What follows belongs to an exercise in optimizing a design on an open flow for small area, a short achievable clock period and few clock cycles; a production flow would make more cautious choices. At most, simulation tests tie the RTL to the original design; equivalence was not proved. Power figures rest on the tool's default switching activity, not on a simulated workload.

== old ==
==> flow/design.v (excerpt) <==
module conv_top
  #(
    parameter integer C_S00_AXIS_TDATA_WIDTH = 32
  )
  (
    input wire CLK,
    input wire RESETN,
    output wire S_AXIS_TREADY,
    input wire [C_S00_AXIS_TDATA_WIDTH-1 : 0] S_AXIS_TDATA,
    input wire [(C_S00_AXIS_TDATA_WIDTH/8)-1 : 0] S_AXIS_TKEEP,
    input wire S_AXIS_TUSER,
    input wire S_AXIS_TLAST,
    input wire S_AXIS_TVALID,
    input wire M_AXIS_TREADY,
    output wire M_AXIS_TUSER,
    output wire [C_S00_AXIS_TDATA_WIDTH-1 : 0] M_AXIS_TDATA,
    output wire [(C_S00_AXIS_TDATA_WIDTH/8)-1 : 0] M_AXIS_TKEEP,
    output wire M_AXIS_TLAST,
    output wire M_AXIS_TVALID,
    input wire [31:0] PADDR,
    input wire PSEL,
    input wire PENABLE,
    input wire PWRITE,
    input wire [31:0] PWDATA,
    output wire PSLVERR,
    output wire PREADY,
    output wire [31:0] PRDATA,
    output wire [13:0] MEM_ADDR,
    output wire [31:0] MEM_WDATA,
    output wire MEM_EN,
    output wire MEM_WE,
    input wire [31:0] MEM_RDATA
  );
Size: about 3,400 cells after synthesis, about 0.035 mm² of cells after synthesis.
==> flow/config.mk <==
export PLATFORM = sky130hd
export DESIGN_NAME = conv_top
export DESIGN_NICKNAME = conv_top
export VERILOG_FILES = /design/flow/design.v
export SDC_FILE = /design/flow/constraint.sdc
export NUM_CORES = 4
export LEC_CHECK = 0
export CAP_MARGIN = 20
export CORE_MARGIN = 2
export CORE_UTILIZATION = 40
export SETUP_SLACK_MARGIN = 5
export SLEW_MARGIN = 20
==> flow/constraint.sdc <==
create_clock -name core_clock -period 10.0 [get_ports {CLK}]
set_input_delay 2.0000 -clock core_clock [delete_from_list [all_inputs] [get_ports {CLK}]]
set_output_delay 2.0000 -clock core_clock [all_outputs]
set_load 0.01 [all_outputs]
standard.sh (not shown) runs the stock make flow with config.mk's settings and CLKGATE_MAP_FILE= SYNTH_SCRIPT=/design/flow/synth_recipe.tcl, a recipe that flattens the netlist after the stock synthesis.
==> flow/flow/run.sh <==
#!/bin/bash
# The standard layout, with ORFS's timing repair aiming further below the
# fixed 10 ns clock (the clock and constraints are unchanged).
set -euo pipefail
bash standard.sh SETUP_SLACK_MARGIN=6.5 finish > flow_make.log 2>&1
Testbench counts of old, summed over its fixed seeds: cycles 10,602.
Modified inputs, new compared to old
--- a/flow/design.v
+++ b/flow/design.v
@@ -231,21 +231,28 @@
   wire [22:0] ra0, rb0, rc0, ra1, rb1, rc1;
   csa3 u_m0 (.x0(x0), .x1(x1), .x2(x2), .w0(wt[7:0]), .w1(wt[15:8]), .w2(wt[23:16]),
              .ra(ra0), .rb(rb0), .rc(rc0));
   csa3 u_m1 (.x0(x1), .x1(x2), .x2(x3), .w0(wt[7:0]), .w1(wt[15:8]), .w2(wt[23:16]),
              .ra(ra1), .rb(rb1), .rc(rc1));
   reg  [16:0] sa0, sa1;
   reg  [15:0] sb0, sc0, sb1, sc1;
-  reg  [22:0] p0a, p0b, p1a, p1b, p2a, p2b, p3a, p3b;
+  reg  [22:0] p0a, p0b, p1a, p1b, p2a, p2b;
+  reg  [11:0] mla, mlb;
+  reg         mca, mcb;
+  reg  [10:0] mha, mhb, mka, mkb;
   wire [22:0] bias64 = {{9{bias[7]}}, bias, 6'd0};
-  wire [22:0] rin_a  = fl8 ? p1a : p3a;
-  wire [22:0] rin_b  = fl8 ? p1b : p3b;
-  wire [22:0] new_a, new_b;
-  acc4 u_acc_a (.p(p0a), .ra({6'h3F, sa0}), .rb({7'd0, sb0}), .rc({7'd0, sc0}), .s(new_a));
-  acc4 u_acc_b (.p(p0b), .ra({6'h3F, sa1}), .rb({7'd0, sb1}), .rc({7'd0, sc1}), .s(new_b));
+  wire [22:0] fin_a  = {mha + mka + {10'd0, mca}, mla};
+  wire [22:0] fin_b  = {mhb + mkb + {10'd0, mcb}, mlb};
+  wire [22:0] rin_a  = fl8 ? p1a : fin_a;
+  wire [22:0] rin_b  = fl8 ? p1b : fin_b;
+  wire [22:0] u1a, u2a, u1b, u2b;
+  csa4 u_acc_a (.p(p0a), .ra({6'h3F, sa0}), .rb({7'd0, sb0}), .rc({7'd0, sc0}), .s1(u1a), .s2(u2a));
+  csa4 u_acc_b (.p(p0b), .ra({6'h3F, sa1}), .rb({7'd0, sb1}), .rc({7'd0, sc1}), .s1(u1b), .s2(u2b));
+  wire [12:0] lo_a = {1'b0, u1a[11:0]} + {1'b0, u2a[11:0]};
+  wire [12:0] lo_b = {1'b0, u1b[11:0]} + {1'b0, u2b[11:0]};
   function [7:0] sat;
     input [22:0] v;
     begin
       if (v[22])              sat = 8'd0;
       else if (|v[21:13])     sat = 8'h7F;
       else                    sat = {1'b0, v[12:6]};
     end
@@ -268,16 +275,17 @@
         m_tlast <= last2;
       end
       default: ;
     endcase
     p0a <= d4f ? bias64 : rin_a;
     p0b <= d4f ? bias64 : rin_b;
     p1a <= p2a; p1b <= p2b;
-    p2a <= p3a; p2b <= p3b;
-    p3a <= new_a; p3b <= new_b;
+    p2a <= fin_a; p2b <= fin_b;
+    mla <= lo_a[11:0]; mca <= lo_a[12]; mha <= u1a[22:12]; mka <= u2a[22:12];
+    mlb <= lo_b[11:0]; mcb <= lo_b[12]; mhb <= u1b[22:12]; mkb <= u2b[22:12];
     if (d4a && d4f) begin
       if (fl8) rs <= {sat(rin_b), sat(rin_a), rs[63:16]};
       else     rs[31:0] <= {sat(rin_b), sat(rin_a), rs[31:16]};
     end
     if (ph == P_COMP && fl8 && sidx == 3'd3 && q == 2'd0) rs[31:0] <= rs[63:32];
     q_end <= (ph == P_COMP) & ~q_end & ((q + 2'd1) == qlast);
     kl_r  <= (kr == (r_last ? 2'd1 : 2'd2));
@@ -386,23 +394,22 @@
           cnt <= cnt + 10'd1;
         end
       end
       default: ;
     endcase
   end
 endmodule
-module acc4 (
+module csa4 (
   input  wire [22:0] p, ra, rb, rc,
-  output wire [22:0] s
+  output wire [22:0] s1, s2
 );
-  wire [22:0] s1 = p ^ ra ^ rb;
+  wire [22:0] t1 = p ^ ra ^ rb;
   wire [22:0] c1 = {(p[21:0] & ra[21:0]) | (p[21:0] & rb[21:0]) | (ra[21:0] & rb[21:0]), 1'b0};
-  wire [22:0] s2 = s1 ^ rc ^ c1;
-  wire [22:0] c2 = {(s1[21:0] & rc[21:0]) | (s1[21:0] & c1[21:0]) | (rc[21:0] & c1[21:0]), 1'b0};
-  assign s = s2 + c2;
+  assign s1 = t1 ^ rc ^ c1;
+  assign s2 = {(t1[21:0] & rc[21:0]) | (t1[21:0] & c1[21:0]) | (rc[21:0] & c1[21:0]), 1'b0};
 endmodule
 module csa3 (
   input  wire [7:0] x0, x1, x2, w0, w1, w2,
   output wire [22:0] ra, rb, rc
 );
   wire t1, t2;
   assign {t2, t1} = (x0[0] & w0[6]) + (x0[1] & w0[5]) + (x0[2] & w0[4]);
Notes after the runs:
Compared with old, new shows area share of fa/ha/maj cells after synthesis lower by 0.33 points.
Per the comparison of new with old, critical path depth now sits lower, fraction of power spent switching nets now sits higher, count of clock-buffer cells in the layout now sits higher, final routed wire length divided by cell count now sits higher.
new: fraction of standard cell area in multi-input logic 0.72 points below old
Against old, new comes in about 2% lower on wire length on met2.
old → new: fraction of met3 tracks used by global routing went up, wire length went up, setup slack at placement went up, first-iteration DRC count went up.
Per the comparison of new with old, number of rows in the core area went up about 0.9%; sequential power went up about 6%.
new vs. old: combinational cell fraction of total power went up by 14 points.
For new, only the layout was checked, not whether the RTL still works.

## static timing again, ports no longer ideal
How much do the figures lean on ideal ports? The routed layouts below were timed once more, with nothing changed but the port constraints.
Step 1, drivers: a clkbuf_16 drives CLK and a buf_2 each remaining input, both assumed.
Step 2 moves the port delays by t, midway between the first and last clock arrival at a register: inputs arrive t later, outputs are due t later. That takes back most of the time a late clock gives input paths.
Slacks: ideal / step 1 / step 2; pairs: ideal / step 1.
run	t, ns	slack for setup (ns)	worst slew at a driven data input, ns
old	0.674	6.246 / 6.246 / 5.905	0.08
new	0.679	6.512 / 6.475 / 5.887	0.08
After both steps every run listed still meets setup and hold. For new, which loses most, drivers alone change the setup slack by -0.037 ns; drivers and shift together by -0.625 ns.
